This design comes from an exercise in tuning for a short achievable clock period and few clock cycles on the open sky130 flow, not from production work. At most, simulation tests tie the RTL to the original design; equivalence was not proved. Function not checked in runs 1 and 2: the RTL went through the layout flow alone. Power and IR drop assume default switching activity.

[design/flow/design.v]
module miniRV (
    input  wire        clk,
    input  wire        rst,
    input  wire [31:0] inst_i,
    input  wire [31:0] mem_rdata_i,
    output wire [13:0] inst_addr_o,
    output wire [15:0] mem_addr_o,
    output wire        mem_wen_o,
    output wire [31:0] mem_wdata_o,
    output wire        debug_wb_have_inst,
    output wire [31:0] debug_wb_pc,
    output wire        debug_wb_ena,
    output wire [4:0]  debug_wb_reg,
    output wire [31:0] debug_wb_value
);
reg  [13:0] pc_q;                  
reg  [15:0] btb_v;
reg  [9:0]  btb_tag [0:15];
reg  [13:0] btb_tgt [0:15];
reg         bu_en;
reg         bu_set;
reg  [13:0] bu_pc;
reg  [13:0] bu_tgt;
reg         d_valid;
reg  [31:0] d_inst;
reg  [13:0] d_pc;
reg         d_pred;
reg  [13:0] d_ptgt;
reg         e_valid;
reg  [31:0] e_a;                   
reg  [31:0] e_b;
reg  [4:0]  e_sh;                  
reg  [31:0] e_r1;                  
reg  [31:0] e_r2;                  
reg  [13:0] e_t;                   
reg  [15:0] e_jb;                  
reg  [15:0] e_ji;                  
reg  [13:0] e_pc;
reg  [13:0] e_pc1;
reg         e_jalr;
reg         e_mt;                  
reg         e_mn;                  
reg         e_pred;
reg         e_c_eq, e_c_ltu, e_c_lts, e_c_inv;    
reg         e_uns;
reg         e_ld, e_st, e_wr;
reg  [4:0]  e_rd;
reg         e_r1_ld, e_r2_ld;      
reg         e_sub;
reg         e_s_add, e_s_slt, e_s_xor, e_s_or, e_s_and, e_s_sll, e_s_sr;
reg         e_sra;
reg         m_valid;
reg  [31:0] m_res;
reg  [31:0] m_wdata;
reg         m_wen;
reg         m_ld;
reg         m_wr;
reg  [4:0]  m_rd;
reg  [13:0] m_pc;
reg         w_valid;
reg  [13:0] w_pc;
reg         w_ena;
reg  [4:0]  w_rd;
reg  [31:0] w_val;
reg  [31:0] rf [1:31];
wire [3:0]  f_idx  = pc_q[3:0];
wire        f_hit  = btb_v[f_idx] && (btb_tag[f_idx] == pc_q[13:4]);
wire [13:0] f_ptgt = btb_tgt[f_idx];
wire        stall;
wire        cond;
wire [13:0] pc_t;                  
wire [13:0] pc_n;                  
wire        mis_t, mis_n;
always @(posedge clk or posedge rst) begin
    if (rst)
        pc_q <= 14'd0;
    else
        pc_q <= cond ? pc_t : pc_n;
end
assign inst_addr_o = pc_q;
always @(posedge clk or posedge rst) begin
    if (rst)
        btb_v <= 16'd0;
    else if (bu_en)
        btb_v[bu_pc[3:0]] <= bu_set;
end
always @(posedge clk) begin
    if (bu_en && bu_set) begin
        btb_tag[bu_pc[3:0]] <= bu_pc[13:4];
        btb_tgt[bu_pc[3:0]] <= bu_tgt;
    end
end
wire e_mis = cond ? mis_t : mis_n;
always @(posedge clk or posedge rst) begin
    if (rst)
        d_valid <= 1'b0;
    else if (e_mis)
        d_valid <= 1'b0;
    else if (!stall)
        d_valid <= 1'b1;
end
always @(posedge clk) begin
    if (!stall) begin
        d_inst <= inst_i;
        d_pc   <= pc_q;
        d_pred <= f_hit;
        d_ptgt <= f_ptgt;
    end
end
wire [4:0]  opc = d_inst[6:2];
wire [4:0]  rd  = d_inst[11:7];
wire [2:0]  f3  = d_inst[14:12];
wire [4:0]  rs1 = d_inst[19:15];
wire [4:0]  rs2 = d_inst[24:20];
wire i_lui   = (opc == 5'b01101);
wire i_auipc = (opc == 5'b00101);
wire i_jal   = (opc == 5'b11011);
wire i_jalr  = (opc == 5'b11001);
wire i_br    = (opc == 5'b11000);
wire i_ld    = (opc == 5'b00000);
wire i_st    = (opc == 5'b01000);
wire i_opi   = (opc == 5'b00100);
wire i_op    = (opc == 5'b01100);
wire i_alu   = i_op | i_opi;
wire use1 = i_op | i_opi | i_ld | i_st | i_br | i_jalr;
wire use2 = i_op | i_st | i_br;
wire wr   = (i_op | i_opi | i_ld | i_lui | i_auipc | i_jal | i_jalr) && (rd != 5'd0);
wire [31:0] imm_i = {{20{d_inst[31]}}, d_inst[31:20]};
wire [31:0] imm_s = {{20{d_inst[31]}}, d_inst[31:25], d_inst[11:7]};
wire [31:0] imm_b = {{20{d_inst[31]}}, d_inst[7], d_inst[30:25], d_inst[11:8], 1'b0};
wire [31:0] imm_u = {d_inst[31:12], 12'd0};
wire [31:0] imm_j = {{12{d_inst[31]}}, d_inst[19:12], d_inst[20], d_inst[30:21], 1'b0};
wire [31:0] imm = i_st ? imm_s :
                  (i_lui | i_auipc) ? imm_u :
                  imm_i;
wire [15:0] pc_b   = {d_pc, 2'b00};
wire [15:0] tgt_pc = pc_b + (i_jal ? imm_j[15:0] : imm_b[15:0]);
wire [31:0] rf1 = (rs1 == 5'd0) ? 32'd0 : rf[rs1];
wire [31:0] rf2 = (rs2 == 5'd0) ? 32'd0 : rf[rs2];
wire [31:0] e_res;
wire [31:0] m_val = m_ld ? mem_rdata_i : m_res;
wire m_fwd1 = m_valid && m_wr && (m_rd == rs1);
wire m_fwd2 = m_valid && m_wr && (m_rd == rs2);
wire x_fwd1 = e_valid && e_wr && (e_rd == rs1);
wire x_fwd2 = e_valid && e_wr && (e_rd == rs2);
wire [31:0] r1_old = m_fwd1 ? m_val : rf1;
wire [31:0] r2_old = m_fwd2 ? m_val : rf2;
wire        a_pc    = i_auipc | i_jal | i_jalr;
wire        a_x     = x_fwd1 && !(a_pc | i_lui);
wire [31:0] a_old   = a_pc ? {16'd0, pc_b} : i_lui ? 32'd0 : r1_old;
wire        b_reg   = i_op;
wire        b_x     = x_fwd2 && b_reg;
wire [31:0] b_old   = b_reg ? r2_old : (i_jal | i_jalr) ? 32'd4 : imm;
wire [31:0] a_next  = a_x    ? e_res : a_old;
wire [31:0] b_next  = b_x    ? e_res : b_old;
wire [31:0] r1_next = x_fwd1 ? e_res : r1_old;
wire [31:0] r2_next = x_fwd2 ? e_res : r2_old;
wire        i_sh    = i_alu && (f3[1:0] == 2'b01);
wire [4:0]  sh_next = !i_sh ? 5'd0 : !i_op ? imm_i[4:0] : x_fwd2 ? e_res[4:0] : r2_old[4:0];
wire   ld1 = e_valid && e_ld && e_wr && (rs1 == e_rd);
wire   ld2 = e_valid && e_ld && e_wr && (rs2 == e_rd);
assign stall = d_valid && ((use1 && !i_br && ld1) || (use2 && !i_st && !i_br && ld2));
wire mis_t_id = !d_pred || (tgt_pc[15:2] != d_ptgt);    
wire id_go    = d_valid && !stall && !e_mis;
always @(posedge clk or posedge rst) begin
    if (rst)
        e_valid <= 1'b0;
    else
        e_valid <= id_go;
end
always @(posedge clk) begin
    e_a     <= a_next;
    e_b     <= b_next;
    e_sh    <= sh_next;
    e_r1    <= r1_next;
    e_r2    <= r2_next;
    e_t     <= tgt_pc[15:2];
    e_jb    <= {d_ptgt, 2'b00} - imm_i[15:0];
    e_ji    <= imm_i[15:0];
    e_pc    <= d_pc;
    e_pc1   <= d_pc + 14'd1;
    e_jalr  <= i_jalr;
    e_mt    <= id_go && mis_t_id;
    e_mn    <= id_go && d_pred;
    e_pred  <= d_pred;
    e_c_eq  <= i_br && !f3[2];
    e_c_ltu <= i_br && f3[2] && f3[1];
    e_c_lts <= i_br && f3[2] && !f3[1];
    e_c_inv <= (i_br && f3[0]) || i_jal || i_jalr;
    e_uns   <= f3[0];
    e_ld    <= i_ld;
    e_st    <= i_st;
    e_wr    <= wr;
    e_rd    <= rd;
    e_r1_ld <= i_br && ld1;
    e_r2_ld <= (i_br || i_st) && ld2;
    e_sub   <= (i_op && d_inst[30] && (f3 == 3'b000)) || (i_alu && (f3[2:1] == 2'b01));
    e_s_add <= !i_alu || (f3 == 3'b000);
    e_s_slt <= i_alu && (f3[2:1] == 2'b01);
    e_s_xor <= i_alu && (f3 == 3'b100);
    e_s_or  <= i_alu && (f3 == 3'b110);
    e_s_and <= i_alu && (f3 == 3'b111);
    e_s_sll <= i_alu && (f3 == 3'b001);
    e_s_sr  <= i_alu && (f3 == 3'b101);
    e_sra   <= d_inst[30];
end
wire [31:0] bx = e_b ^ {32{e_sub}};
wire [31:0] g0 = e_a & bx;
wire [31:0] p0 = e_a ^ bx;
reg  [31:0] kg, kp;
integer     lv, bi;
always @(*) begin
    kg = {g0[31:1], g0[0] | (p0[0] & e_sub)};
    kp = p0;
    for (lv = 1; lv < 32; lv = lv * 2) begin
        for (bi = 31; bi >= lv; bi = bi - 1) begin
            kg[bi] = kg[bi] | (kp[bi] & kg[bi - lv]);
            kp[bi] = kp[bi] & kp[bi - lv];
        end
    end
end
wire [32:0] cy  = {kg, e_sub};           
wire [31:0] sum = p0 ^ cy[31:0];
wire        a_ltu = !cy[32];
wire        a_lt  = e_uns ? a_ltu : (a_ltu ^ e_a[31] ^ e_b[31]);
wire [31:0] sll = e_a << e_sh;
wire [32:0] srx_w = $signed({e_sra & e_a[31], e_a}) >>> e_sh;
wire [31:0] srx = srx_w[31:0];
assign e_res = ({32{e_s_add}} & sum)
             | ({32{e_s_slt}} & {31'd0, a_lt})
             | ({32{e_s_xor}} & (e_a ^ e_b))
             | ({32{e_s_or }} & (e_a | e_b))
             | ({32{e_s_and}} & (e_a & e_b))
             | ({32{e_s_sll}} & sll)
             | ({32{e_s_sr }} & srx);
wire [31:0] ca  = e_r1_ld ? mem_rdata_i : e_r1;
wire [31:0] cb  = e_r2_ld ? mem_rdata_i : e_r2;
wire        ceq = (ca == cb);
wire [31:0] cg0 = ca & ~cb;
wire [31:0] cp0 = ~(ca ^ cb);
reg  [31:0] tg, tp;
integer     cl, cb_;
always @(*) begin
    tg = {cg0[31:1], cg0[0] | cp0[0]};
    tp = cp0;
    for (cl = 1; cl < 32; cl = cl * 2) begin
        for (cb_ = 0; cb_ < 32; cb_ = cb_ + 2 * cl) begin
            tg[cb_ + 2 * cl - 1] = tg[cb_ + 2 * cl - 1] | (tp[cb_ + 2 * cl - 1] & tg[cb_ + cl - 1]);
            tp[cb_ + 2 * cl - 1] = tp[cb_ + 2 * cl - 1] & tp[cb_ + cl - 1];
        end
    end
end
wire        cltu = !tg[31];
wire        clts = cltu ^ ca[31] ^ cb[31];
assign cond = e_c_inv ^ ((e_c_eq & ceq) | (e_c_ltu & cltu) | (e_c_lts & clts));
wire [15:0] jtgt   = e_r1[15:0] + e_ji;
wire        jmis   = (e_r1[15:0] != e_jb);
wire [13:0] nomis  = stall ? pc_q : f_hit ? f_ptgt : pc_q + 14'd1;
assign mis_t = e_valid && (e_jalr ? (!e_pred || jmis) : e_mt);
assign mis_n = e_mn;
assign pc_t  = !mis_t ? nomis : e_jalr ? jtgt[15:2] : e_t;
assign pc_n  = !mis_n ? nomis : e_pc1;
always @(posedge clk or posedge rst) begin
    if (rst) begin
        bu_en <= 1'b0;
    end else begin
        bu_en <= e_valid && (cond || e_pred);
    end
end
always @(posedge clk) begin
    bu_set <= cond;
    bu_pc  <= e_pc;
    bu_tgt <= e_jalr ? jtgt[15:2] : e_t;
end
always @(posedge clk or posedge rst) begin
    if (rst) begin
        m_valid <= 1'b0;
        m_wen   <= 1'b0;
    end else begin
        m_valid <= e_valid;
        m_wen   <= e_valid && e_st;
    end
end
always @(posedge clk) begin
    m_res   <= e_res;
    m_wdata <= cb;
    m_ld    <= e_ld;
    m_wr    <= e_wr;
    m_rd    <= e_rd;
    m_pc    <= e_pc;
end
assign mem_addr_o  = m_res[15:0];
assign mem_wen_o   = m_wen;
assign mem_wdata_o = m_wdata;
always @(posedge clk) begin
    if (m_valid && m_wr)
        rf[m_rd] <= m_val;
end
always @(posedge clk or posedge rst) begin
    if (rst)
        w_valid <= 1'b0;
    else
        w_valid <= m_valid;
end
always @(posedge clk) begin
    w_pc  <= m_pc;
    w_ena <= m_wr;
    w_rd  <= m_rd;
    w_val <= m_val;
end
assign debug_wb_have_inst = w_valid;
assign debug_wb_pc        = {16'd0, w_pc, 2'b00};
assign debug_wb_ena       = w_ena;
assign debug_wb_reg       = w_rd;
assign debug_wb_value     = w_val;
endmodule
[design/flow/constraint.sdc]
create_clock -name core_clock -period 9.5 [get_ports {clk}]
set_input_delay 1.9000 -clock core_clock [delete_from_list [all_inputs] [get_ports {clk}]]
set_output_delay 1.9000 -clock core_clock [all_outputs]
set_load 0.01 [all_outputs]
[design/flow/run.sh]
#!/bin/bash
# synth_recipe.tcl (not shown) runs the flow's synth.tcl, then flattens the netlist and writes it again
# the make line also repeats each setting of config.mk as NAME=value (left out here)
make -C /OpenROAD-flow-scripts/flow DESIGN_CONFIG=/design/flow/config.mk WORK_HOME=/design/flow/orfs CLKGATE_MAP_FILE= SYNTH_SCRIPT=/design/flow/synth_recipe.tcl finish
[design/flow/config.mk]
export PLATFORM = sky130hd
export DESIGN_NAME = miniRV
export DESIGN_NICKNAME = miniRV
export VERILOG_FILES = /design/flow/design.v
export SDC_FILE = /design/flow/constraint.sdc
export NUM_CORES = 4
export LEC_CHECK = 0
export CAP_MARGIN = 20
export CORE_MARGIN = 2
export CORE_UTILIZATION = 40
export SETUP_SLACK_MARGIN = 5
export SLEW_MARGIN = 20
==> impl_results.md, run 1 <==
* P&R area growth vs syn at 14.1%
* Mean Syn Cell Area at 15.4 sq um
* Via count at between 50000 and 60000
* Grt ovf at 0
* Crit Path Class: input pin to register
* Crit-path cells: dlygate4sd2_1 -> mux2_2 -> ha_1 -> nor2b_1 -> o211ai_1 -> a21oi_4 -> a211o_4 -> a41oi_4 -> mux2i_4 -> buf_6 -> nor3_4 -> buf_6 -> nor2_4 -> buf_12 -> a21oi_1 -> a22o_1
* Power density over cell area at 244 mW/mm^2
* Max frequency at between 200 and 250 MHz
* CP startpoint kind: input pin
* Commonest non-fill, non-tap cell in the layout: edfxtp_1
* Leak at 34.4 nW
* Max VDD drop at 0.170 mV
* Max-Slew Margin vs Limit at 0.253
* Unique masters post-synth at 93
* DRT iter0 DRCs at 6860
* Vias per cell at 6.18
* DRT antenna net count at 0
* Largest fanout on the critical path at 5
* Slew @ Worst Pin at 1120 ps
* Vias in the first global route at 53800
* Setup TNS at 0 ps
* FP Rows at 171
* Clock Skew at between 60 and 70 ps
* Clock Latency Late Sink at about 860 ps
* Final Max Slew Viols at 0
* Pint at between 15 and 20 mW
* Commonest non-fill, non-tap cells in the layout: 1435 x edfxtp_1, 705 x mux4_2, 374 x dfxtp_1
* WP data required at 10250 ps
* Final Hold Vio Count at 0
* Residual DRC at 0
* CP Capture Type: register
* CTS Buf Count at a little under 200
* Final setup fails at 0
* Area occupied by multi-input gates at 0.0340 sq mm
* Worst EP arrival at approximately 5200 ps
* Ports at 200
* Sw Pwr at 7.55 mW
* Post-synth EDFFs at 1435
* Sequential area share after synthesis at 0.591
* Seq cells post-synth at 1862
* Initial Util at 0.403
* Final Cycle Share at 0.472
* Clock power share at 0.318
* Core area at around 0.22 sq mm
* Total Routing Usage GR at 0.249
* FFs w/ async S/R, synth at 0.0193
* Vert. Die Dim at 472 um
* Hold_buf cts at 0
* Outcome: no timing/DRC/antenna violations
* Layout fillers at 18700
* Nets at just over 6000
* Clock sink count at 1862
* Switch share at 0.310
* YS warnings at 1
* Die X at 472 um
* H-tree levels at 4
* Finished Layout Cells at 8869
* Hold crit path type: register to register
* Register Area at 0.0519 sq mm
* Root Driver: clkbuf_16
* CTS tree: built
* Routability-driven placement congestion ratio at about 0.93
* Placed cells at 8464
* Number of max-cap violations at 0
* Layout cells sized above 1 at 0.231
* Worst-path clk slew at approximately 60 ps
* Flop pwr share at 0.460
* Post-DR wirelength/cell at 31.7 um
* Dpl hpwl at between 150000 and 200000 um
* Initial antenna violation count at 25
* Die area at 0.223 sq mm
* Pin count of the biggest net entering global routing at approximately 130
* Fin crit period at around 4500 ps
* RSZ-0062 raised after global routing: false
* Bufs on Longest Clock Path at 3
* Drt pass-1 iters at 6
* Final wirelength at around 280000 um
* CP max stage cell: dlygate4sd2_1
* # port buffers at roughly 180
* CP peak stage delay at 510 ps
* Synthesized area at about 0.088 sq mm
* CP dominant cell by count: buf_6
* First-pass GRT wire length at between 300000 and 400000 um
* Ys flop type: edfxtp_1
* Combinational Power Share at 0.222
* Cells after Synth at between 5000 and 6000
==> metal layers <==
metal | routed length (um) | GRT usage
met5 | 13 | 0
met1 | 115000 | 0.347
met2 | 132000 | 0.391
met3 | 23800 | 0.0430
met4 | 10700 | 0.0917
==> power by group through the flow <==
stage / clock (mW) / combinational (mW) / sequential (mW)
floorplan: 0 / 3.43 / 10.8
global placement: 0 / 5.15 / 11.4
detailed placement: 0 / 5.20 / 11.4
CTS: 7.86 / 5.35 / 11.2
global route: 8.17 / 5.81 / 11.3
finish: 7.75 / 5.42 / 11.2
==> cell usage after synthesis, types with 72 or more instances <==
library cell  number  area, sq um
clkbuf_1         226          848
mux4_2           705        15900
xor2_1            81          709
dfxtp_1          391         7830
xnor2_1           72          631
ha_1             177         2210
nand2_1          216          811
mux2i_1          255         2550
inv_1            188          706
edfxtp_1        1435        43100
a21oi_1          289         1450
mux2_2            89         1000
a211oi_1         127          953
nor2_1           390         1460
o21ai_0          177          886
==> logic make-up after synthesis <==
kind of cell | synth area share
muxes | 0.223
buffers and inverters | 0.0290
xor gates and xnor gates | 0.0153
adders and majority gates | 0.0257
and+or+nand+nor | 0.0479
AOI/OAI and AO/OA | 0.0682
DFF | 0.591
other | 0.0000428
==> worst max-delay path, delay by kind of cell <==
| kind | cells | cell delay [ps] |
|---|---|---|
| AOI/OAI and AO/OA | 6 | 1250 |
| buffers and inverters | 4 | 960 |
| muxes | 2 | 680 |
| and+or+nand+nor | 3 | 280 |
| adders and majority gates | 1 | 150 |
==> registers in the layout, indices dropped and copies added (netlist names), 32 cells and up, named ones only <==
register,count
btb_tgt,224
rf,992
e_a,32
e_b,32
m_res,32
e_r1,32
w_val,32
m_wdata,32
btb_tag,160
e_r2,32
==> timing repair <==
item                       CTS  global route
pin swaps                   11            16
setup endpoints to repair   78            49
gates cloned                 0             3
gates resized for setup     48            55
buffers inserted            18            14
==> metrics by stage <==
| stage | total power, mW | hold WS, ps | setup slack, ps | utilization | cell area (sq um) |
|---|---|---|---|---|---|
| after floorplan | 14.3 | 310 | 5000 | - | 87700 |
| after global placement | 16.5 | 313 | 2750 | 0.427 | 92700 |
| after detailed placement | 16.6 | 314 | 2630 | 0.427 | 92800 |
| after CTS | 24.4 | 327 | 5000 | 0.458 | 99600 |
| after global routing | 25.3 | 336 | 4980 | 0.460 | 100000 |
| final | 24.4 | 326 | 5020 | 0.460 | 100000 |
==> cell type report <==
type                    instances  area share
clock buffers                 270      0.0542
well taps                    2854      0.0357
repair buffers                341      0.0332
flip-flops and latches       1862       0.519
inverters                     192     0.00723
multi-input cells            3251       0.340
diodes                          5    0.000125
clock inverters                94      0.0108
==> path summary, 6_finish.rpt <==
path / from / end / slack [ps] / depth (start not counted)
min reg2reg: e_pc[5] / m_pc[5] / 330 / 0
max reg2reg: register / e_b[27] / 5050 / 7
max: mem_rdata_i[0] / pc_q[3] / 5020 / 16
min in group asynchronous: rst / pc_q[7] / 1510 / 3
max in group asynchronous: rst / pc_q[0] / 7500 / 3
min: e_pc[5] / m_pc[5] / 330 / 0
==> run 2, diff against run 1 <==
==> design/flow/flow/run.sh (new file) <==
#!/bin/bash
set -euo pipefail
MARGIN=${MARGIN:-6.5}
bash standard.sh SETUP_SLACK_MARGIN=$MARGIN finish > standard.log 2>&1
==> design/flow/standard.sh (new file) <==
#!/bin/bash
# synth_recipe.tcl (not shown) runs the flow's synth.tcl, then flattens the netlist and writes it again
# the make line also repeats each setting of config.mk as NAME=value (left out here)
make -C /OpenROAD-flow-scripts/flow DESIGN_CONFIG=/design/flow/config.mk WORK_HOME=/design/flow/orfs CLKGATE_MAP_FILE= SYNTH_SCRIPT=/design/flow/synth_recipe.tcl "${@:-finish}"
removed: design/flow/run.sh
==> run 2 against run 1 <==
Count of clock-buffer cells in the layout shrank 3. Sequential cell count is the same. Maximum frequency grew 8.5%. Highest routed layer unchanged. Critical path depth decreased by 1. Largest cell class unchanged. Critical endpoint is now pc_q[6].
==> impl_results.md, run 2 <==
* Hold_sp: e_pc[13] (was e_pc[5])
* Total Routing Usage GR at 0.268 (was 0.249)
* Commonest non-fill, non-tap cells in the layout: 1435 x edfxtp_1, 705 x mux4_2, 315 x nor2_1 (was 1435 x edfxtp_1, 705 x mux4_2, 374 x dfxtp_1)
* Start point of the critical path: mem_rdata_i[30] (was mem_rdata_i[0])
* Vias per cell at 6.31 (was 6.18)
* WP data required at 10270 ps (was 10250 ps)
* Commonest non-fill, non-tap cell in the layout: edfxtp_1 (unchanged)
* Hold crit path type: register to register (unchanged)
* Synthesized area at 0.0876 sq mm (unchanged)
* Cell area after layout at 0.107 sq mm (was 0.100 sq mm)
* Grt ovf at 0 (unchanged)
* Outcome: no timing/DRC/antenna violations (unchanged)
* Worst hold endpoint: m_pc[13] (was m_pc[5])
* Core area at 0.217 sq mm (unchanged)
* Bufs on Longest Clock Path at 3 (unchanged)
* Leak at 37.4 nW (was 34.4 nW)
* Via count at 58300 (was 54800)
* Crit Path Class: input pin to register (unchanged)
* Final setup fails at 0 (unchanged)
* P&R area growth vs syn at 22.5% (was 14.1%)
* Register Area at 0.0521 sq mm (was 0.0519 sq mm)
* Initial Util at 0.403 (unchanged)
* Top-area cell type share of the netlist area at 0.492 (unchanged)
* FP Rows at 171 (unchanged)
* Mean Syn Cell Area at 15.4 sq um (unchanged)
* Max-Slew Margin vs Limit at 0.222 (was 0.253)
* Finished Layout Cells at 9239 (was 8869)
* Worst Hold Depth at 0 (unchanged)
* Final Hold Vio Count at 0 (unchanged)
* Worst-path clk slew at 60 ps (about the same)
* Clock sink count at 1862 (unchanged)
* CP Capture Type: register (unchanged)
* Final Cycle Share at 0.435 (was 0.472)
* Nets at 6456 (was 6088)
* RR Startpoint: e_r2_ld
* DRT iter0 DRCs at 7742 (was 6860)
* Die area at 0.223 sq mm (unchanged)
* Final wirelength at 305000 um (was 282000 um)
* Dpl hpwl at 181000 um (was 178000 um)
* Layout cells sized above 1 at 0.372 (was 0.231)
* CTS Buf Count at 192 (was 195)
* Drt pass-1 iters at 6 (unchanged)
* Clock Latency Late Sink at 880 ps (was 860 ps)
* Root Driver: clkbuf_16 (unchanged)
* Pint at 17.4 mW (was 16.8 mW)
* Worst EP arrival at 4900 ps (was 5230 ps)
* Layout fillers at 18000 (was 18700)
* YS warnings at 1 (unchanged)
* Sw Pwr at 8.20 mW (was 7.55 mW)
* Post-DR wirelength/cell at 33.0 um (was 31.7 um)
* Largest fanout on the critical path at 11 (was 5)
* Biggest register: rf (unchanged)
* Vias in the first global route at 56500 (was 53800)
* Switch share at 0.321 (was 0.310)
* Cells after Synth at 5695 (unchanged)
* Ports at 200 (unchanged)
* Slew @ Worst Pin at 1170 ps (was 1120 ps)
* H-tree levels at 4 (unchanged)
* # port buffers at 179 (unchanged)
* Initial antenna violation count at 28 (was 25)
* Sequential area share after synthesis at 0.591 (unchanged)
* DRT antenna net count at 0 (unchanged)
* Post-synth EDFFs at 1435 (unchanged)
* Power density over cell area at 238 mW/mm^2 (was 244 mW/mm^2)
* Area occupied by multi-input gates at 0.0367 sq mm (was 0.0340 sq mm)
* Max reg flops at 992 (unchanged)
* Number of max-cap violations at 0 (unchanged)
* FF-to-FF setup slack at 5500 ps (was 5050 ps)
* Max frequency at 242 MHz (was 223 MHz)
* Ys flop type: edfxtp_1 (unchanged)
* Vert. Die Dim at 472 um (unchanged)
* Area after DPL at 0.0932 sq mm (was 0.0928 sq mm)
* RSZ-0062 raised after global routing: true (was false)
* Yosys top cell by area: edfxtp_1 (unchanged)
* Cell with the most instances after synthesis: edfxtp_1 (unchanged)
* Setup TNS at 0 ps (unchanged)
* RR Endpoint: pc_q[6] (was e_b[27])
* Seq cells post-synth at 1862 (unchanged)
* Clock Skew at 57.7 ps (was 61.4 ps)
* Synth top area cells: edfxtp_1 49%, mux4_2 18%, dfxtp_1 8.9% (unchanged)
* Clock power share at 0.289 (was 0.318)
* Max VDD drop at 0.219 mV (was 0.170 mV)
* FFs w/ async S/R, synth at 0.0193 (unchanged)
* CP startpoint kind: input pin (unchanged)
* CTS tree: built (unchanged)
* Unique masters post-synth at 93 (unchanged)
* Commonest cells in the netlist: 1435 x edfxtp_1, 705 x mux4_2, 391 x dfxtp_1 (unchanged)
* Pin count of the biggest net entering global routing at 61 (was 132)
* Residual DRC at 0 (unchanged)
* Placed cells at 8462 (was 8464)
* Fin crit period at 4130 ps (was 4480 ps)
* Routability-driven placement congestion ratio at 1.01 (was 0.933)
* Flop pwr share at 0.437 (was 0.460)
* Combinational Power Share at 0.274 (was 0.222)
* First-pass GRT wire length at 425000 um (was 397000 um)
* Die X at 472 um (unchanged)
* Final Max Slew Viols at 0 (unchanged)
* Worst r2r path cells at 15 (was 7)
[run 2: worst max path at each step]
stage               slack (ps)  cells past startpoint        to
global route              5320                     16  pc_q[10]
CTS                       5460                     16  pc_q[10]
global placement          3560                     14   pc_q[0]
detailed placement        3480                     13   pc_q[0]
floorplan                 5130                     13  pc_q[13]
finish                    5370                     15   pc_q[6]
[run 2: logic make-up (layout without fill, tap and decap cells)]
kind of cell             count (synthesis)  after routing  synth area share
flip-flops                            1862           1862             0.591
multiplexers                          1053           1053             0.223
AO/OA/AOI/OAI                          932            932            0.0682
AND/OR/NAND/NOR                        916            918            0.0479
buffers and inverters                  599           1261            0.0290
adder cells (fa/ha/maj)                179            179            0.0257
XOR/XNOR                               153            153            0.0153
other                                    1             27         0.0000428
[run 2: final cells by class]
type | instances | share of cell area
clock buffer | 267 | 0.0497
clock inverter | 92 | 0.00745
antenna | 9 | 0.000210
sequential | 1862 | 0.485
tap | 2854 | 0.0333
timing repair buffer | 708 | 0.0751
multi-input combinational | 3253 | 0.342
timing repair inverter | 2 | 0.000128
inverter | 192 | 0.00705
[run 2: worst max-delay path: stages]
cell      delay, ps
buf_8           110
mux2_4          270
ha_4            270
nand4_1         210
nor3_4          300
buf_12          150
a221o_1         190
nor3_4           60
buf_12          150
buf_6           100
a31o_4          280
o21a_4          270
o21ai_4         260
nand2_8         170
o221ai_2        200
[run 2: metal layers]
layer  GRT usage  vias up  share of wire
met3      0.0635      679           0.11
met5           0        -        0.00031
met4       0.118       12          0.051
met1       0.368    30500           0.39
li1            -    23700              -
met2       0.407     3513           0.45
[run 2: per-stage QoR]
stage / power (mW) / setup slack [ps] / hold WS, ps / util
floorplan: 14.3 / 5130 / 310 / -
global placement: 16.7 / 3560 / 313 / 0.429
detailed placement: 16.8 / 3480 / 312 / 0.429
CTS: 25.2 / 5460 / 320 / 0.484
global route: 26.4 / 5320 / 331 / 0.494
finish: 25.6 / 5370 / 319 / 0.494
[run 2: power by group through the flow]
stage	logic (mW)	clock network [mW]	registers (mW)
floorplan	3.51	0	10.8
global placement	5.34	0	11.4
detailed placement	5.38	0	11.4
CTS	6.58	7.47	11.2
global route	7.39	7.78	11.2
finish	7.01	7.38	11.2
[run 2: repair_timing]
| action | 4_1_cts | 5_1_grt |
|---|---|---|
| pin swaps | 144 | 115 |
| endpoints found under the setup margin | 1124 | 433 |
| resized for setup | 1291 | 241 |
| cloned | 35 | 10 |
| buffers inserted | 268 | 96 |
| hold buffers | 0 | 0 |
==> run 3, diff against run 2 <==
--- a/design/flow/design.v
+++ b/design/flow/design.v
@@ -23,7 +23,2 @@
 reg  [13:0] bu_tgt;
-reg         d_valid;
-reg  [31:0] d_inst;
-reg  [13:0] d_pc;
-reg         d_pred;
-reg  [13:0] d_ptgt;
 reg         e_valid;
@@ -34,4 +29,2 @@
 reg  [31:0] e_r2;                  
-reg  [13:0] e_t;                   
-reg  [15:0] e_jb;                  
 reg  [15:0] e_ji;                  
@@ -40,5 +33,4 @@
 reg         e_jalr;
-reg         e_mt;                  
-reg         e_mn;                  
 reg         e_pred;
+reg  [13:0] e_ptgt;
 reg         e_c_eq, e_c_ltu, e_c_lts, e_c_inv;    
@@ -93,18 +85,7 @@
 wire e_mis = cond ? mis_t : mis_n;
-always @(posedge clk or posedge rst) begin
-    if (rst)
-        d_valid <= 1'b0;
-    else if (e_mis)
-        d_valid <= 1'b0;
-    else if (!stall)
-        d_valid <= 1'b1;
-end
-always @(posedge clk) begin
-    if (!stall) begin
-        d_inst <= inst_i;
-        d_pc   <= pc_q;
-        d_pred <= f_hit;
-        d_ptgt <= f_ptgt;
-    end
-end
+wire        d_valid = 1'b1;
+wire [31:0] d_inst  = inst_i;
+wire [13:0] d_pc    = pc_q;
+wire        d_pred  = f_hit;
+wire [13:0] d_ptgt  = f_ptgt;
 wire [4:0]  opc = d_inst[6:2];
@@ -136,3 +117,2 @@
 wire [15:0] pc_b   = {d_pc, 2'b00};
-wire [15:0] tgt_pc = pc_b + (i_jal ? imm_j[15:0] : imm_b[15:0]);
 wire [31:0] rf1 = (rs1 == 5'd0) ? 32'd0 : rf[rs1];
@@ -162,3 +142,2 @@
 assign stall = d_valid && ((use1 && !i_br && ld1) || (use2 && !i_st && !i_br && ld2));
-wire mis_t_id = !d_pred || (tgt_pc[15:2] != d_ptgt);    
 wire id_go    = d_valid && !stall && !e_mis;
@@ -176,5 +155,3 @@
     e_r2    <= r2_next;
-    e_t     <= tgt_pc[15:2];
-    e_jb    <= {d_ptgt, 2'b00} - imm_i[15:0];
-    e_ji    <= imm_i[15:0];
+    e_ji    <= i_jal ? imm_j[15:0] : i_br ? imm_b[15:0] : imm_i[15:0];
     e_pc    <= d_pc;
@@ -182,5 +159,4 @@
     e_jalr  <= i_jalr;
-    e_mt    <= id_go && mis_t_id;
-    e_mn    <= id_go && d_pred;
     e_pred  <= d_pred;
+    e_ptgt  <= d_ptgt;
     e_c_eq  <= i_br && !f3[2];
@@ -206,2 +182,19 @@
 end
+function [15:0] add16;
+    input [15:0] x;
+    input [15:0] y;
+    reg   [15:0] g, p, p0;
+    integer l, i;
+    begin
+        g  = x & y;
+        p0 = x ^ y;
+        p  = p0;
+        for (l = 1; l < 16; l = l * 2)
+            for (i = 15; i >= l; i = i - 1) begin
+                g[i] = g[i] | (p[i] & g[i - l]);
+                p[i] = p[i] & p[i - l];
+            end
+        add16 = p0 ^ {g[14:0], 1'b0};
+    end
+endfunction
 wire [31:0] bx = e_b ^ {32{e_sub}};
@@ -255,7 +248,10 @@
 assign cond = e_c_inv ^ ((e_c_eq & ceq) | (e_c_ltu & cltu) | (e_c_lts & clts));
-wire [15:0] jtgt   = e_r1[15:0] + e_ji;
-wire        jmis   = (e_r1[15:0] != e_jb);
+wire [15:0] jtgt   = add16(e_r1[15:0], e_ji);
+wire [15:0] btgt   = add16({e_pc, 2'b00}, e_ji);
+wire [13:0] e_t    = btgt[15:2];
+wire        jmis   = (jtgt[15:2] != e_ptgt);
 wire [13:0] nomis  = stall ? pc_q : f_hit ? f_ptgt : pc_q + 14'd1;
-assign mis_t = e_valid && (e_jalr ? (!e_pred || jmis) : e_mt);
-assign mis_n = e_mn;
+wire        tmis   = e_jalr ? jmis : (e_t != e_ptgt);
+assign mis_t = e_valid && (!e_pred || tmis);
+assign mis_n = e_valid && e_pred;
 assign pc_t  = !mis_t ? nomis : e_jalr ? jtgt[15:2] : e_t;
==> design/flow/run.sh (new file) <==
#!/bin/bash
# synth_recipe.tcl (not shown) runs the flow's synth.tcl, then flattens the netlist and writes it again
# the make line also repeats each setting of config.mk as NAME=value (left out here)
make -C /OpenROAD-flow-scripts/flow DESIGN_CONFIG=/design/flow/config.mk WORK_HOME=/design/flow/orfs CLKGATE_MAP_FILE= SYNTH_SCRIPT=/design/flow/synth_recipe.tcl finish
removed: design/flow/flow/run.sh
removed: design/flow/standard.sh
==> run 3 against run 2 <==
Critical path depth fell by 1. Clock skew increased by 13 ps. Worst hold slack improved by 49 ps. Combinational power shrank 24%. Maximum frequency shrank 7.9%. Worst setup slack worse by 360 ps. Cell count down 7.7%. Core utilization is 3.2 points lower. Synthesized cell count down 5.0%. Sequential share of layout area rose by 2.7 points.
==> impl_results.md, run 3 <==
* Bufs on Longest Clock Path at 3 (unchanged)
* Initial Util at 0.403 (about the same)
* Ys flop type: edfxtp_1 (unchanged)
* Worst setup margin at 5020 ps (was 5370 ps)
* Grt ovf at 0 (unchanged)
* Worst-path clk slew at 60 ps (about the same)
* Vert. Die Dim at 463 um (was 472 um)
* Layout cells sized above 1 at 0.246 (was 0.372)
* Combinational Power Share at 0.227 (was 0.274)
* Die area at 0.215 sq mm (was 0.223 sq mm)
* Seq cells post-synth at 1779 (was 1862)
* YS warnings at 1 (unchanged)
* Unique masters post-synth at 92 (was 93)
* Die X at 463 um (was 472 um)
* Adder-cell area share of the yosys netlist at 0.0243 (was 0.0257)
* Flop pwr share at 0.451 (was 0.437)
* Ports at 200 (unchanged)
* Worst hold endpoint: m_pc[6] (was m_pc[13])
* Max VDD drop at 0.189 mV (was 0.219 mV)
* Mean Syn Cell Area at 15.6 sq um (was 15.4 sq um)
* Clock Latency Late Sink at 850 ps (was 880 ps)
* Final Max Slew Viols at 0 (unchanged)
* Drt pass-1 iters at 8 (was 6)
* FP Rows at 168 (was 171)
* H-tree levels at 4 (unchanged)
* Fin util at 0.462 (was 0.494)
* Post-Synth XOR/XNOR Area at 0.0145 (was 0.0153)
* Power density over cell area at 241 mW/mm^2 (was 238 mW/mm^2)
* Commonest cells in the netlist: 1376 x edfxtp_1, 720 x mux4_2, 368 x dfxtp_1 (was 1435 x edfxtp_1, 705 x mux4_2, 391 x dfxtp_1)
* WP data required at 10200 ps (was 10270 ps)
* Sequential area share after synthesis at 0.587 (was 0.591)
* CTS Buf Count at 190 (was 192)
* Synthesized area at 0.0844 sq mm (was 0.0876 sq mm)
* Worst r2r path cells at 12 (was 15)
* Yosys top cell by area: edfxtp_1 (unchanged)
* Largest family of logic cells by synthesized area: multiplexers (unchanged)
* Fin crit period at 4480 ps (was 4130 ps)
* Switch share at 0.309 (was 0.321)
* Simple-Gate Fraction of Synth Area at 0.0425 (was 0.0479)
* Worst Hold Depth at 0 (unchanged)
* Outcome: no timing/DRC/antenna violations (unchanged)
* Top-area cell type share of the netlist area at 0.490 (was 0.492)
* RSZ-0062 raised after global routing: true (unchanged)
* Biggest register: rf (unchanged)
* Placed cells at 8136 (was 8462)
* Synth Area in Compound Gates at 0.0666 (was 0.0682)
* RR Startpoint: e_sh[2] (was e_r2_ld)
* Nets at 5776 (was 6456)
* Final wirelength at 276000 um (was 305000 um)
* First-pass GRT wire length at 388000 um (was 425000 um)
* Clock Skew at 70.2 ps (was 57.7 ps)
* Post-synth EDFFs at 1376 (was 1435)
* Commonest non-fill, non-tap cells in the layout: 1376 x edfxtp_1, 720 x mux4_2, 361 x dfxtp_1 (was 1435 x edfxtp_1, 705 x mux4_2, 315 x nor2_1)
* Number of max-cap violations at 0 (unchanged)
* Post-placement setup slack at 2900 ps (was 3480 ps)
* Total Routing Usage GR at 0.251 (was 0.268)
* Max-Slew Margin vs Limit at 0.161 (was 0.222)
* Synth top area cells: edfxtp_1 49%, mux4_2 19%, dfxtp_1 8.7% (was edfxtp_1 49%, mux4_2 18%, dfxtp_1 8.9%)
* Cell with the most instances after synthesis: edfxtp_1 (unchanged)
* Finished Layout Cells at 8528 (was 9239)
* Clock sink count at 1779 (was 1862)
* P&R area growth vs syn at 14.7% (was 22.5%)
* Pint at 16.1 mW (was 17.4 mW)
* DRT iter0 DRCs at 7133 (was 7742)
* Hold slack at 368 ps (was 319 ps)
* Routability-driven placement congestion ratio at 0.927 (was 1.01)
* FF-to-FF setup slack at 5150 ps (was 5500 ps)
* CP startpoint kind: input pin (unchanged)
* Max frequency at 223 MHz (was 242 MHz)
* Setup TNS at 0 ps (unchanged)
* Vias in the first global route at 51600 (was 56500)
* Pin count of the biggest net entering global routing at 129 (was 61)
* Vias per cell at 6.20 (was 6.31)
* Hold_buf cts at 0 (unchanged)
* Max reg flops at 992 (unchanged)
* Mux contribution to synthesized area at 0.235 (was 0.223)
* Slew @ Worst Pin at 1220 ps (was 1170 ps)
* DRT antenna net count at 0 (unchanged)
* Hold_sp: e_pc[6] (was e_pc[13])
* # port buffers at 179 (unchanged)
* Clock power share at 0.322 (was 0.289)
* Residual DRC at 0 (unchanged)
* Final Cycle Share at 0.472 (was 0.435)
* Post-DR wirelength/cell at 32.3 um (was 33.0 um)
* Final Hold Vio Count at 0 (unchanged)
* Crit Path Class: input pin to register (unchanged)
* Hold crit path type: register to register (unchanged)
* RR Endpoint: e_b[0] (was pc_q[6])
* Dpl hpwl at 168000 um (was 181000 um)
* Cells after Synth at 5409 (was 5695)
* Leak at 33.1 nW (was 37.4 nW)
* Largest fanout on the critical path at 6 (was 11)
* Sw Pwr at 7.21 mW (was 8.20 mW)
* Root Driver: clkbuf_16 (unchanged)
* CTS tree: built (unchanged)
* Final setup fails at 0 (unchanged)
* Commonest non-fill, non-tap cell in the layout: edfxtp_1 (unchanged)
* Core area at 0.210 sq mm (was 0.217 sq mm)
* Via count at 52900 (was 58300)
* Initial antenna violation count at 16 (was 28)
* Worst EP arrival at 5190 ps (was 4900 ps)
* CP Capture Type: register (unchanged)
* FFs w/ async S/R, synth at 0.0197 (was 0.0193)
run 3: metrics by stage:
| step | power [mW] | area, sq um |
|---|---|---|
| CTS | 23.4 | 96500 |
| global placement | 15.8 | 89500 |
| finish | 23.3 | 96800 |
| detailed placement | 15.8 | 89600 |
| global route | 24.2 | 96800 |
| floorplan | 13.5 | 84500 |
run 3: worst max-delay path, stage by stage:
cell	delay (ps)
dlygate4sd2_1	340
mux2_2	320
ha_1	300
nand3_1	160
o21bai_1	130
o211ai_1	150
a221oi_4	480
o21ai_4	120
mux2i_4	290
xor2_4	290
and2_4	240
a2bb2oi_4	190
buf_6	150
o221ai_1	100
run 3: cells by family (layout without fill, tap and decap cells):
kind of cell / Yosys count / count (layout)
multiplexers: 1075 / 1075
XOR/XNOR: 135 / 135
buffers and inverters: 599 / 886
AO/OA/AOI/OAI: 859 / 860
AND/OR/NAND/NOR: 798 / 799
flip-flops: 1779 / 1779
adder cells (fa/ha/maj): 163 / 163
other: 1 / 26
run 3: layout make-up:
cell class                      count  area (sq um)
Antenna cell                        8          20.0
Inverter                          202           758
Tap cell                         2805          3510
Clock buffer                      248          5310
Fill cell                       18100        113000
Sequential cell                  1779         49600
Multi-Input combinational cell   3050         33200
Clock inverter                    112          1100
Timing Repair Buffer              324          3330
run 3: power by group through the flow:
| stage | registers [mW] | clock network (mW) | logic (mW) |
|---|---|---|---|
| 4_1_cts | 10.5 | 7.61 | 5.22 |
| 2_1_floorplan | 10.2 | 0 | 3.27 |
| 3_5_place_dp | 10.7 | 0 | 5.13 |
| 6_report | 10.5 | 7.51 | 5.30 |
| 5_1_grt | 10.6 | 7.92 | 5.66 |
| 3_3_place_gp | 10.7 | 0 | 5.07 |
run 3: metal layers:
metal,global-route usage,vias to the layer above,routed length [um]
met5,0,-,0
met2,0.401,2777,131000
met1,0.346,27700,111000
li1,-,21900,-
met4,0.0897,0,10500
met3,0.0451,477,24100
run 3: what timing repair did:
item	CTS	global route
gates resized for setup	69	64
setup endpoints to repair	134	78
pin swaps	9	5
buffers inserted	13	3
cloned	6	2
hold endpoints to repair	0	0
run 3: how the worst max path moves through the flow:
stage / from / endpoint / slack [ps] / depth (start not counted)
finish: mem_rdata_i[21] / pc_q[10] / 5020 / 14
global route: inst_i[15] / pc_q[10] / 4960 / 12
CTS: inst_i[15] / e_a[3] / 5000 / 10
detailed placement: mem_rdata_i[18] / pc_q[10] / 2900 / 13
global placement: mem_rdata_i[21] / pc_q[10] / 2830 / 13
floorplan: mem_rdata_i[12] / pc_q[10] / 5010 / 13
Testbench counts of run 3, summed over its fixed seeds: cycles 76,343.
==> run 4, diff against run 3 <==
--- a/design/flow/design.v
+++ b/design/flow/design.v
@@ -35,3 +35,3 @@
 reg  [13:0] e_ptgt;
-reg         e_c_eq, e_c_ltu, e_c_lts, e_c_inv;    
+reg         e_c_eq, e_c_ne, e_c_lt, e_c_ge, e_c_ltu, e_c_geu, e_c_al;    
 reg         e_uns;
@@ -39,3 +39,4 @@
 reg  [4:0]  e_rd;
-reg         e_r1_ld, e_r2_ld;      
+reg         e_r2_ld;               
+reg         e_s_rr, e_s_m1, e_s_m2, e_s_mm;    
 reg         e_sub;
@@ -57,3 +58,4 @@
 reg  [31:0] rf [1:31];
-wire [3:0]  f_idx  = pc_q[3:0];
+reg  [3:0]  pcx_n;                 
+wire [3:0]  f_idx  = ~pcx_n;
 wire        f_hit  = btb_v[f_idx] && (btb_tag[f_idx] == pc_q[13:4]);
@@ -65,7 +67,11 @@
 wire        mis_t, mis_n;
+wire [13:0] pc_d = cond ? pc_t : pc_n;
 always @(posedge clk or posedge rst) begin
-    if (rst)
-        pc_q <= 14'd0;
-    else
-        pc_q <= cond ? pc_t : pc_n;
+    if (rst) begin
+        pc_q  <= 14'd0;
+        pcx_n <= 4'hf;
+    end else begin
+        pc_q  <= pc_d;
+        pcx_n <= ~pc_d[3:0];
+    end
 end
@@ -161,6 +167,13 @@
     e_ptgt  <= d_ptgt;
-    e_c_eq  <= i_br && !f3[2];
-    e_c_ltu <= i_br && f3[2] && f3[1];
-    e_c_lts <= i_br && f3[2] && !f3[1];
-    e_c_inv <= (i_br && f3[0]) || i_jal || i_jalr;
+    e_c_eq  <= i_br && (f3 == 3'b000);
+    e_c_ne  <= i_br && (f3 == 3'b001);
+    e_c_lt  <= i_br && (f3 == 3'b100);
+    e_c_ge  <= i_br && (f3 == 3'b101);
+    e_c_ltu <= i_br && (f3 == 3'b110);
+    e_c_geu <= i_br && (f3 == 3'b111);
+    e_c_al  <= i_jal || i_jalr;
+    e_s_rr  <= !(i_br && (ld1 || ld2));
+    e_s_m1  <= i_br && ld1 && !ld2;
+    e_s_m2  <= i_br && !ld1 && ld2;
+    e_s_mm  <= i_br && ld1 && ld2;
     e_uns   <= f3[0];
@@ -170,3 +183,2 @@
     e_rd    <= rd;
-    e_r1_ld <= i_br && ld1;
     e_r2_ld <= (i_br || i_st) && ld2;
@@ -228,22 +240,38 @@
              | ({32{e_s_sr }} & srx);
-wire [31:0] ca  = e_r1_ld ? mem_rdata_i : e_r1;
-wire [31:0] cb  = e_r2_ld ? mem_rdata_i : e_r2;
-wire        ceq = (ca == cb);
-wire [31:0] cg0 = ca & ~cb;
-wire [31:0] cp0 = ~(ca ^ cb);
-reg  [31:0] tg, tp;
-integer     cl, cb_;
-always @(*) begin
-    tg = {cg0[31:1], cg0[0] | cp0[0]};
-    tp = cp0;
-    for (cl = 1; cl < 32; cl = cl * 2) begin
-        for (cb_ = 0; cb_ < 32; cb_ = cb_ + 2 * cl) begin
-            tg[cb_ + 2 * cl - 1] = tg[cb_ + 2 * cl - 1] | (tp[cb_ + 2 * cl - 1] & tg[cb_ + cl - 1]);
-            tp[cb_ + 2 * cl - 1] = tp[cb_ + 2 * cl - 1] & tp[cb_ + cl - 1];
-        end
+function [2:0] cmp;
+    input [31:0] a;
+    input [31:0] b;
+    reg   [31:0] e, l;
+    reg          s;
+    integer k, i;
+    begin
+        e = {1'b1, ~(a[30:0] ^ b[30:0])};
+        l = {1'b0, ~a[30:0] & b[30:0]};
+        for (k = 1; k < 32; k = k * 2)
+            for (i = 0; i + 2 * k <= 32; i = i + 2 * k) begin
+                l[i + 2 * k - 1] = l[i + 2 * k - 1] | (e[i + 2 * k - 1] & l[i + k - 1]);
+                e[i + 2 * k - 1] = e[i + 2 * k - 1] & e[i + k - 1];
+            end
+        s = ~(a[31] ^ b[31]);
+        cmp = {e[31] & s,
+               (~a[31] & b[31]) | (s & l[31]),
+               (a[31] & ~b[31]) | (s & l[31])};
     end
-end
-wire        cltu = !tg[31];
-wire        clts = cltu ^ ca[31] ^ cb[31];
-assign cond = e_c_inv ^ ((e_c_eq & ceq) | (e_c_ltu & cltu) | (e_c_lts & clts));
+endfunction
+wire [2:0]  c_rr = cmp(e_r1, e_r2);
+wire [2:0]  c_m1 = cmp(mem_rdata_i, e_r2);
+wire [2:0]  c_m2 = cmp(e_r1, mem_rdata_i);
+wire [5:0]  c_sel = {e_c_eq, e_c_ne, e_c_ltu, e_c_geu, e_c_lt, e_c_ge};
+function brc;
+    input [5:0] sel;
+    input [2:0] c;
+    begin
+        brc = (sel[5] & c[2]) | (sel[4] & ~c[2]) |
+              (sel[3] & c[1]) | (sel[2] & ~c[1]) |
+              (sel[1] & c[0]) | (sel[0] & ~c[0]);
+    end
+endfunction
+assign cond = e_c_al | (e_s_rr & brc(c_sel, c_rr)) | (e_s_m1 & brc(c_sel, c_m1)) |
+              (e_s_m2 & brc(c_sel, c_m2)) | (e_s_mm & (e_c_eq | e_c_ge | e_c_geu));
+wire [31:0] cb  = e_r2_ld ? mem_rdata_i : e_r2;
 wire [15:0] jtgt   = add16(e_r1[15:0], e_ji);
==> design/flow/flow/run.sh (new file) <==
#!/bin/bash
set -euo pipefail
MARGIN=${MARGIN:-6.5}
bash standard.sh SETUP_SLACK_MARGIN=$MARGIN finish > standard.log 2>&1
==> design/flow/standard.sh (new file) <==
#!/bin/bash
# synth_recipe.tcl (not shown) runs the flow's synth.tcl, then flattens the netlist and writes it again
# the make line also repeats each setting of config.mk as NAME=value (left out here)
make -C /OpenROAD-flow-scripts/flow DESIGN_CONFIG=/design/flow/config.mk WORK_HOME=/design/flow/orfs CLKGATE_MAP_FILE= SYNTH_SCRIPT=/design/flow/synth_recipe.tcl "${@:-finish}"
removed: design/flow/run.sh
==> run 4 against run 3 <==
Still clean on timing, DRC and antenna. Maximum frequency grew 7.0%. Worst setup slack gained 290 ps. Synthesized cell count grew 7.5%. Wire length grew 18%. Sequential cell count grew 10. Core utilization grew 4.3 points. Sequential power is essentially flat. Register-to-register slack gained 300 ps. Clock power grew 3.9%. Die area grew 2.9%. Combinational power grew 39%. Critical path type unchanged. Critical endpoint is now pc_q[11]. Largest cell class unchanged. Largest power group unchanged. Highest routed layer is now met5.
==> impl_results.md, run 4 <==
* Hold_buf cts at 0 (unchanged)
* Initial antenna violation count at 20 (was 16)
* Mean Syn Cell Area at 14.9 sq um (was 15.6 sq um)
* Crit Path Class: input pin to register (unchanged)
* YS warnings at 1 (unchanged)
* Final Cycle Share at 0.441 (was 0.472)
* Commonest non-fill, non-tap cells in the layout: 1376 x edfxtp_1, 714 x mux4_2, 312 x buf_4 (was 1376 x edfxtp_1, 720 x mux4_2, 361 x dfxtp_1)
* Clock Skew at 83.3 ps (was 70.2 ps)
* Layout fillers at 17800 (was 18100)
* Dpl hpwl at 183000 um (was 168000 um)
* Post-DR wirelength/cell at 34.5 um (was 32.3 um)
* Post-placement setup slack at 3060 ps (was 2900 ps)
* Synthesized area at 0.0869 sq mm (was 0.0844 sq mm)
* Layout cells sized above 1 at 0.374 (was 0.246)
* Clock power share at 0.301 (was 0.322)
* Initial Util at 0.401 (was 0.403)
* CP startpoint kind: input pin (unchanged)
* Total Routing Usage GR at 0.286 (was 0.251)
* Worst setup margin at 5310 ps (was 5020 ps)
* Root Driver: clkbuf_16 (unchanged)
* Worst EP arrival at 4960 ps (was 5190 ps)
* Post-synth EDFFs at 1376 (unchanged)
* Seq cells post-synth at 1789 (was 1779)
* DRT iter0 DRCs at 8228 (was 7133)
* CTS tree: built (unchanged)
* Power density over cell area at 237 mW/mm^2 (was 241 mW/mm^2)
* Crit-path cells: buf_8 -> ha_4 -> nand3_4 -> nor4_4 -> buf_4 -> or4b_4 -> o22ai_4 -> nor3_4 -> mux2i_1 -> a31o_2 -> o2111a_2 -> clkinv_4 -> a41oi_4 -> clkbuf_16 -> o221a_4 (was dlygate4sd2_1 -> mux2_2 -> ha_1 -> nand3_1 -> o21bai_1 -> o211ai_1 -> a221oi_4 -> o21ai_4 -> mux2i_4 -> xor2_4 -> and2_4 -> a2bb2oi_4 -> buf_6 -> o221ai_1)
* Clock Latency Late Sink at 880 ps (was 850 ps)
* Pint at 17.5 mW (was 16.1 mW)
* P&R area growth vs syn at 25.8% (was 14.7%)
* Sequential area share after synthesis at 0.573 (was 0.587)
* Cell with the most instances after synthesis: edfxtp_1 (unchanged)
* Yosys top cell by area: edfxtp_1 (unchanged)
* # port buffers at 179 (unchanged)
* Outcome: no timing/DRC/antenna violations (unchanged)
* Finished Layout Cells at 9399 (was 8528)
* H-tree levels at 4 (unchanged)
* Bufs on Longest Clock Path at 3 (unchanged)
* Die area at 0.221 sq mm (was 0.215 sq mm)
* Stages on the worst setup path at 15 (was 14)
* DRT antenna net count at 0 (unchanged)
* CTS Buf Count at 187 (was 190)
* Setup TNS at 0 ps (unchanged)
* Fin crit period at 4190 ps (was 4480 ps)
* Worst r2r path cells at 14 (was 12)
* WP data required at 10280 ps (was 10200 ps)
* Final wirelength at 324000 um (was 276000 um)
* Placed cells at 8582 (was 8136)
* CP peak stage delay at 480 ps (about the same)
* Ys flop type: edfxtp_1 (unchanged)
* Commonest cells in the netlist: 1376 x edfxtp_1, 714 x mux4_2, 374 x dfxtp_1 (was 1376 x edfxtp_1, 720 x mux4_2, 368 x dfxtp_1)
* Vert. Die Dim at 470 um (was 463 um)
* Vias per cell at 6.38 (was 6.20)
* Vias in the first global route at 57600 (was 51600)
* Top-area cell type share of the netlist area at 0.476 (was 0.490)
* Final setup fails at 0 (unchanged)
* Sw Pwr at 8.45 mW (was 7.21 mW)
* Pin count of the biggest net entering global routing at 72 (was 129)
* Max VDD drop at 0.199 mV (was 0.189 mV)
* Drt pass-1 iters at 6 (was 8)
* Final Total Pwr at 25.9 mW (was 23.3 mW)
* Largest fanout on the critical path at 5 (was 6)
* Critical path's top delay family: compound AO/OA/AOI/OAI gates (unchanged)
* Leak at 38.5 nW (was 33.1 nW)
* Ports at 200 (unchanged)
* CP max stage cell: or4b_4 (was a221oi_4)
* Flop pwr share at 0.415 (was 0.451)
* Max frequency at 239 MHz (was 223 MHz)
* Biggest register: rf (unchanged)
* First-pass GRT wire length at 447000 um (was 388000 um)
* Switch share at 0.326 (was 0.309)
* Combinational Power Share at 0.284 (was 0.227)
* Max reg flops at 992 (unchanged)
* Core area at 0.217 sq mm (was 0.210 sq mm)
* Routability-driven placement congestion ratio at 0.952 (was 0.927)
* Slew @ Worst Pin at 1140 ps (was 1220 ps)
* Final Hold Vio Count at 0 (unchanged)
* Area occupied by multi-input gates at 0.0383 sq mm (was 0.0332 sq mm)
* Residual DRC at 0 (unchanged)
* Unique masters post-synth at 93 (was 92)
* RSZ-0062 raised after global routing: true (unchanged)
* Cell area after layout at 0.109 sq mm (was 0.0968 sq mm)
* CP Capture Type: register (unchanged)
* Cells after Synth at 5817 (was 5409)
* Hold crit path type: register to register (unchanged)
* Final Max Slew Viols at 0 (unchanged)
* Worst-path clk slew at 60 ps (about the same)
* Clock sink count at 1789 (was 1779)
* Via count at 60000 (was 52900)
* FP Rows at 171 (was 168)
* Number of max-cap violations at 0 (unchanged)
* Max-Slew Margin vs Limit at 0.235 (was 0.161)
* Commonest non-fill, non-tap cell in the layout: edfxtp_1 (unchanged)
* Area after DPL at 0.0923 sq mm (was 0.0896 sq mm)
* Worst Hold Depth at 0 (unchanged)
* Synth top area cells: edfxtp_1 48%, mux4_2 19%, dfxtp_1 8.6% (was edfxtp_1 49%, mux4_2 19%, dfxtp_1 8.7%)
* FFs w/ async S/R, synth at 0.0218 (was 0.0197)
* Nets at 6677 (was 5776)
* Worst Path Buf+Inv at 4 (was 2)
* Die X at 470 um (was 463 um)
* Grt ovf at 0 (unchanged)
* Register Area at 0.0500 sq mm (was 0.0496 sq mm)
-- run 4: cells by family (layout without fill, tap and decap cells) --
family	after synthesis	after routing	synth area share
AOI/OAI and AO/OA	991	992	0.0729
muxes	1061	1061	0.226
xor gates and xnor gates	123	123	0.0129
buffers and inverters	674	1378	0.0313
and+or+nand+nor	948	949	0.0506
adders and majority gates	230	230	0.0333
other	1	23	0.0000432
DFF	1789	1789	0.573
-- run 4: layout make-up --
type | count | area share
flip-flops and latches | 1789 | 0.458
multi-input cells | 3373 | 0.350
repair buffers | 757 | 0.0890
clock buffers | 238 | 0.0463
well taps | 2854 | 0.0327
clock inverters | 110 | 0.0138
inverters | 260 | 0.00951
repair inverters | 13 | 0.000870
diodes | 5 | 0.000114
-- run 4: power by group through the flow --
stage               combinational (mW)  sequential, mW  clock (mW)
detailed placement                5.74            11.0           0
floorplan                         3.82            10.4           0
global route                      7.75            10.8        8.19
finish                            7.35            10.8        7.80
CTS                               6.77            10.8        7.86
global placement                  5.67            10.9           0
-- run 4: timing repair --
action                     in CTS  in global routing
cloned                         82                 11
hold endpoints to repair        0                  0
pin swaps                     134                156
buffers inserted              246                125
setup endpoints to repair    1305                661
gates resized for setup      1464                351
-- run 4: through the flow --
stage / hold WS [ps] / util
3_3_place_gp: 346 / 0.426
3_5_place_dp: 353 / 0.426
5_1_grt: 374 / 0.505
4_1_cts: 362 / 0.493
6_report: 363 / 0.505
2_1_floorplan: 329 / -
-- run 4: per-layer routing --
layer  global-route usage  wire [um]  part of all wire
met1                0.377     122000              0.38
met3               0.0624      33500              0.10
met5                    0        304           0.00094
met2                0.446     149000              0.46
met4                0.147      18900             0.058
-- run 4: worst paths after layout --
kind | to | slack (ps) | start
setup / recovery | pc_q[11] | 5310 | mem_rdata_i[28]
hold / removal | m_pc[0] | 360 | e_pc[0]
setup reg to reg | pc_q[11] | 5450 | e_r1[27]
hold reg to reg | m_pc[0] | 360 | e_pc[0]
max in group asynchronous | w_valid | 7370 | rst
min in group asynchronous | bu_en | 1530 | rst
Testbench counts of run 4, summed over its fixed seeds: cycles 76,343.
==> run 5, diff against run 4 <==
--- a/design/flow/design.v
+++ b/design/flow/design.v
@@ -40,3 +40,2 @@
 reg         e_r2_ld;               
-reg         e_s_rr, e_s_m1, e_s_m2, e_s_mm;    
 reg         e_sub;
@@ -147,3 +146,3 @@
 wire   ld2 = e_valid && e_ld && e_wr && (rs2 == e_rd);
-assign stall = d_valid && ((use1 && !i_br && ld1) || (use2 && !i_st && !i_br && ld2));
+assign stall = d_valid && ((use1 && ld1) || (use2 && !i_st && ld2));
 wire id_go    = d_valid && !stall && !e_mis;
@@ -174,6 +173,2 @@
     e_c_al  <= i_jal || i_jalr;
-    e_s_rr  <= !(i_br && (ld1 || ld2));
-    e_s_m1  <= i_br && ld1 && !ld2;
-    e_s_m2  <= i_br && !ld1 && ld2;
-    e_s_mm  <= i_br && ld1 && ld2;
     e_uns   <= f3[0];
@@ -183,3 +178,3 @@
     e_rd    <= rd;
-    e_r2_ld <= (i_br || i_st) && ld2;
+    e_r2_ld <= i_st && ld2;
     e_sub   <= (i_op && d_inst[30] && (f3 == 3'b000)) || (i_alu && (f3[2:1] == 2'b01));
@@ -261,4 +256,2 @@
 wire [2:0]  c_rr = cmp(e_r1, e_r2);
-wire [2:0]  c_m1 = cmp(mem_rdata_i, e_r2);
-wire [2:0]  c_m2 = cmp(e_r1, mem_rdata_i);
 wire [5:0]  c_sel = {e_c_eq, e_c_ne, e_c_ltu, e_c_geu, e_c_lt, e_c_ge};
@@ -273,4 +266,3 @@
 endfunction
-assign cond = e_c_al | (e_s_rr & brc(c_sel, c_rr)) | (e_s_m1 & brc(c_sel, c_m1)) |
-              (e_s_m2 & brc(c_sel, c_m2)) | (e_s_mm & (e_c_eq | e_c_ge | e_c_geu));
+assign cond = e_c_al | brc(c_sel, c_rr);
 wire [31:0] cb  = e_r2_ld ? mem_rdata_i : e_r2;
==> run 5 against run 4 <==
Still clean. Maximum frequency rose by 8.2%. First-iteration DRC count shrank 4.7%. Non-clock buffer count up 29. Sequential power hardly changed. Core utilization is 0.91 points higher. Worst setup slack improved by 320 ps. Register-to-register slack gained 180 ps. Worst hold slack lost 5.7 ps. Synthesized cell count shrank 7.0%. Cell count down 4.2%. Sequential cell count down 4. Area after synthesis decreased by 2.7%. Critical endpoint is now pc_q[8].
==> impl_results.md, run 5 <==
* Outcome: no timing/DRC/antenna violations (unchanged)
* Ports at 200 (unchanged)
* Setup TNS at 0 ps (unchanged)
* Worst Path Buf+Inv at 0 (was 4)
* Worst EP arrival at 4590 ps (was 4960 ps)
* Max reg flops at 992 (unchanged)
* Sequential area share after synthesis at 0.588 (was 0.573)
* CP max stage cell: xor2_1 (was or4b_4)
* H-tree levels at 4 (unchanged)
* Drt pass-1 iters at 8 (was 6)
* Final Cycle Share at 0.408 (was 0.441)
* YS warnings at 1 (unchanged)
* Total Routing Usage GR at 0.278 (was 0.286)
* Switch share at 0.323 (was 0.326)
* Number of max-cap violations at 0 (unchanged)
* Combinational Power Share at 0.286 (was 0.284)
* Area occupied by multi-input gates at 0.0363 sq mm (was 0.0383 sq mm)
* Bufs on Longest Clock Path at 3 (unchanged)
* Initial Util at 0.403 (was 0.401)
* Synth top area cells: edfxtp_1 49%, mux4_2 20%, dfxtp_1 8.8% (was edfxtp_1 48%, mux4_2 19%, dfxtp_1 8.6%)
* Initial antenna violation count at 12 (was 20)
* FP Rows at 168 (was 171)
* Pin count of the biggest net entering global routing at 67 (was 72)
* Max frequency at 258 MHz (was 239 MHz)
* Vert. Die Dim at 464 um (was 470 um)
* Post-synth EDFFs at 1376 (unchanged)
* DRT iter0 DRCs at 7842 (was 8228)
* Final Total Pwr at 25.5 mW (was 25.9 mW)
* Commonest non-fill, non-tap cells in the layout: 1376 x edfxtp_1, 734 x mux4_2, 284 x buf_4 (was 1376 x edfxtp_1, 714 x mux4_2, 312 x buf_4)
* Biggest register: rf (unchanged)
* Largest fanout on the critical path at 7 (was 5)
* Yosys top cell by area: edfxtp_1 (unchanged)
* First-pass GRT wire length at 424000 um (was 447000 um)
* Final setup fails at 0 (unchanged)
* Die area at 0.215 sq mm (was 0.221 sq mm)
* Root Driver: clkbuf_16 (unchanged)
* WP data required at 10220 ps (was 10280 ps)
* Layout fillers at 16900 (was 17800)
* Layout cells sized above 1 at 0.409 (was 0.374)
* Seq cells post-synth at 1785 (was 1789)
* Crit-path cells: ha_4 -> fa_2 -> a211oi_4 -> o21ai_0 -> o21ai_0 -> xor2_1 -> o221ai_4 -> xor2_1 -> a21oi_1 -> nand4_1 -> or3b_4 -> and2_4 -> a221o_1 (was buf_8 -> ha_4 -> nand3_4 -> nor4_4 -> buf_4 -> or4b_4 -> o22ai_4 -> nor3_4 -> mux2i_1 -> a31o_2 -> o2111a_2 -> clkinv_4 -> a41oi_4 -> clkbuf_16 -> o221a_4)
* Via count at 57200 (was 60000)
* CP startpoint kind: register (was input pin)
* P&R area growth vs syn at 27.6% (was 25.8%)
* Power density over cell area at 236 mW/mm^2 (was 237 mW/mm^2)
* Nets at 6251 (was 6677)
* Post-DR wirelength/cell at 34.3 um (was 34.5 um)
* Vias in the first global route at 55000 (was 57600)
* Cells after Synth at 5409 (was 5817)
* Cell with the most instances after synthesis: edfxtp_1 (unchanged)
* Register Area at 0.0499 sq mm (was 0.0500 sq mm)
* Clock Skew at 89.5 ps (was 83.3 ps)
* Sw Pwr at 8.23 mW (was 8.45 mW)
* Dpl hpwl at 170000 um (was 183000 um)
* Max-Slew Margin vs Limit at 0.294 (was 0.235)
* Residual DRC at 0 (unchanged)
* DRT antenna net count at 0 (unchanged)
* CP Capture Type: register (unchanged)
* Unique masters post-synth at 98 (was 93)
* Hold_buf cts at 0 (unchanged)
* Fin crit period at 3870 ps (was 4190 ps)
* Worst-path clk slew at 60 ps (about the same)
* Clock power share at 0.298 (was 0.301)
* Flop pwr share at 0.416 (was 0.415)
* Vias per cell at 6.35 (was 6.38)
* CP peak stage delay at 440 ps (was 480 ps)
* Commonest cells in the netlist: 1376 x edfxtp_1, 734 x mux4_2, 370 x dfxtp_1 (was 1376 x edfxtp_1, 714 x mux4_2, 374 x dfxtp_1)
* Hold crit path type: register to register (unchanged)
* Final wirelength at 309000 um (was 324000 um)
* Final Hold Vio Count at 0 (unchanged)
* Routability-driven placement congestion ratio at 0.935 (was 0.952)
==> run 5: cell types whose count changed in the layout (fill, tap and decap cells not counted), moves of 28 or more <==
cell,change
buf_4,-28
inv_1,-69
mux2i_1,-46
clkdlybuf4s50_1,+30
o21ai_0,-50
nor2_1,-34
a21oi_1,-65
ha_1,-49
==> run 5: path summary, 6_finish.rpt <==
check | from | end | slack, ps | depth (start not counted)
max | e_ji[2] | pc_q[8] | 5630 | 13
min | e_rd[2] | m_rd[2] | 360 | 0
max reg2reg | e_ji[2] | pc_q[8] | 5630 | 13
min reg2reg | e_rd[2] | m_rd[2] | 360 | 0
max in group asynchronous | rst | pc_q[2] | 7180 | 2
min in group asynchronous | rst | btb_v[2] | 1590 | 2
==> run 5: cells by family after synthesis <==
| kind of cell | Yosys count | synth area share |
|---|---|---|
| and+or+nand+nor | 828 | 0.0454 |
| AOI/OAI and AO/OA | 846 | 0.0635 |
| other | 1 | 0.0000444 |
| buffers and inverters | 598 | 0.0297 |
| muxes | 1048 | 0.234 |
| DFF | 1785 | 0.588 |
| adders and majority gates | 164 | 0.0245 |
| xor gates and xnor gates | 139 | 0.0146 |
==> run 5: power by group through the flow <==
stage | Clock, mW | Sequential (mW) | Combinational, mW
2_1_floorplan | 0 | 10.3 | 3.47
3_3_place_gp | 0 | 10.9 | 5.30
3_5_place_dp | 0 | 10.9 | 5.36
4_1_cts | 7.65 | 10.6 | 6.79
5_1_grt | 7.96 | 10.7 | 7.61
6_report | 7.58 | 10.6 | 7.29
==> run 5: timing repair <==
item | in CTS | in global routing
pin swaps | 180 | 154
endpoints found under the setup margin | 1079 | 465
resized for setup | 1435 | 312
cloned | 110 | 12
buffers inserted | 276 | 108
==> run 5: final cells by class <==
class | count | share of cell area
inverter | 200 | 0.00780
clock buffer | 239 | 0.0472
timing repair buffer | 786 | 0.0988
clock inverter | 116 | 0.0120
sequential | 1785 | 0.463
timing repair inverter | 15 | 0.00104
multi-input combinational | 3045 | 0.337
tap | 2805 | 0.0326
antenna | 9 | 0.000209
==> run 5: stage by stage <==
step                       util  cell area, sq um  hold slack, ps  instances  worst slack [ps]
after floorplan               -             85700             329       5426              5500
after global placement    0.427             89600             353       8129              3570
after detailed placement  0.427             89600             355       8129              3640
after CTS                 0.501            105000             355       8870              5740
after global routing      0.514            108000             367       8996              5570
final                     0.514            108000             357       9000              5630
==> run 5: routing by layer <==
layer,vias up,track usage,share of wire
met4,8,0.128,0.055
met3,785,0.0653,0.11
met1,29900,0.369,0.37
met5,-,0,0.00020
met2,3651,0.435,0.46
li1,22900,-,-
==> run 5: worst reg2reg max path, stage by stage (launching register included) <==
cell,delay (ps)
dfxtp_2,350
ha_4,180
fa_2,370
a211oi_4,340
o21ai_0,170
o21ai_0,130
xor2_1,440
o221ai_4,230
xor2_1,200
a21oi_1,170
nand4_1,200
or3b_4,440
and2_4,210
a221o_1,320
Testbench counts of run 5, summed over its fixed seeds: cycles 79,816.

Setup slack of run 5, layout unchanged: 5.629 ns with ideal ports, 5.334 ns with driving cells assumed (clock clkbuf_16, inputs buf_2), 4.413 ns with port delays also shifted by the 0.921 ns mid clock arrival.
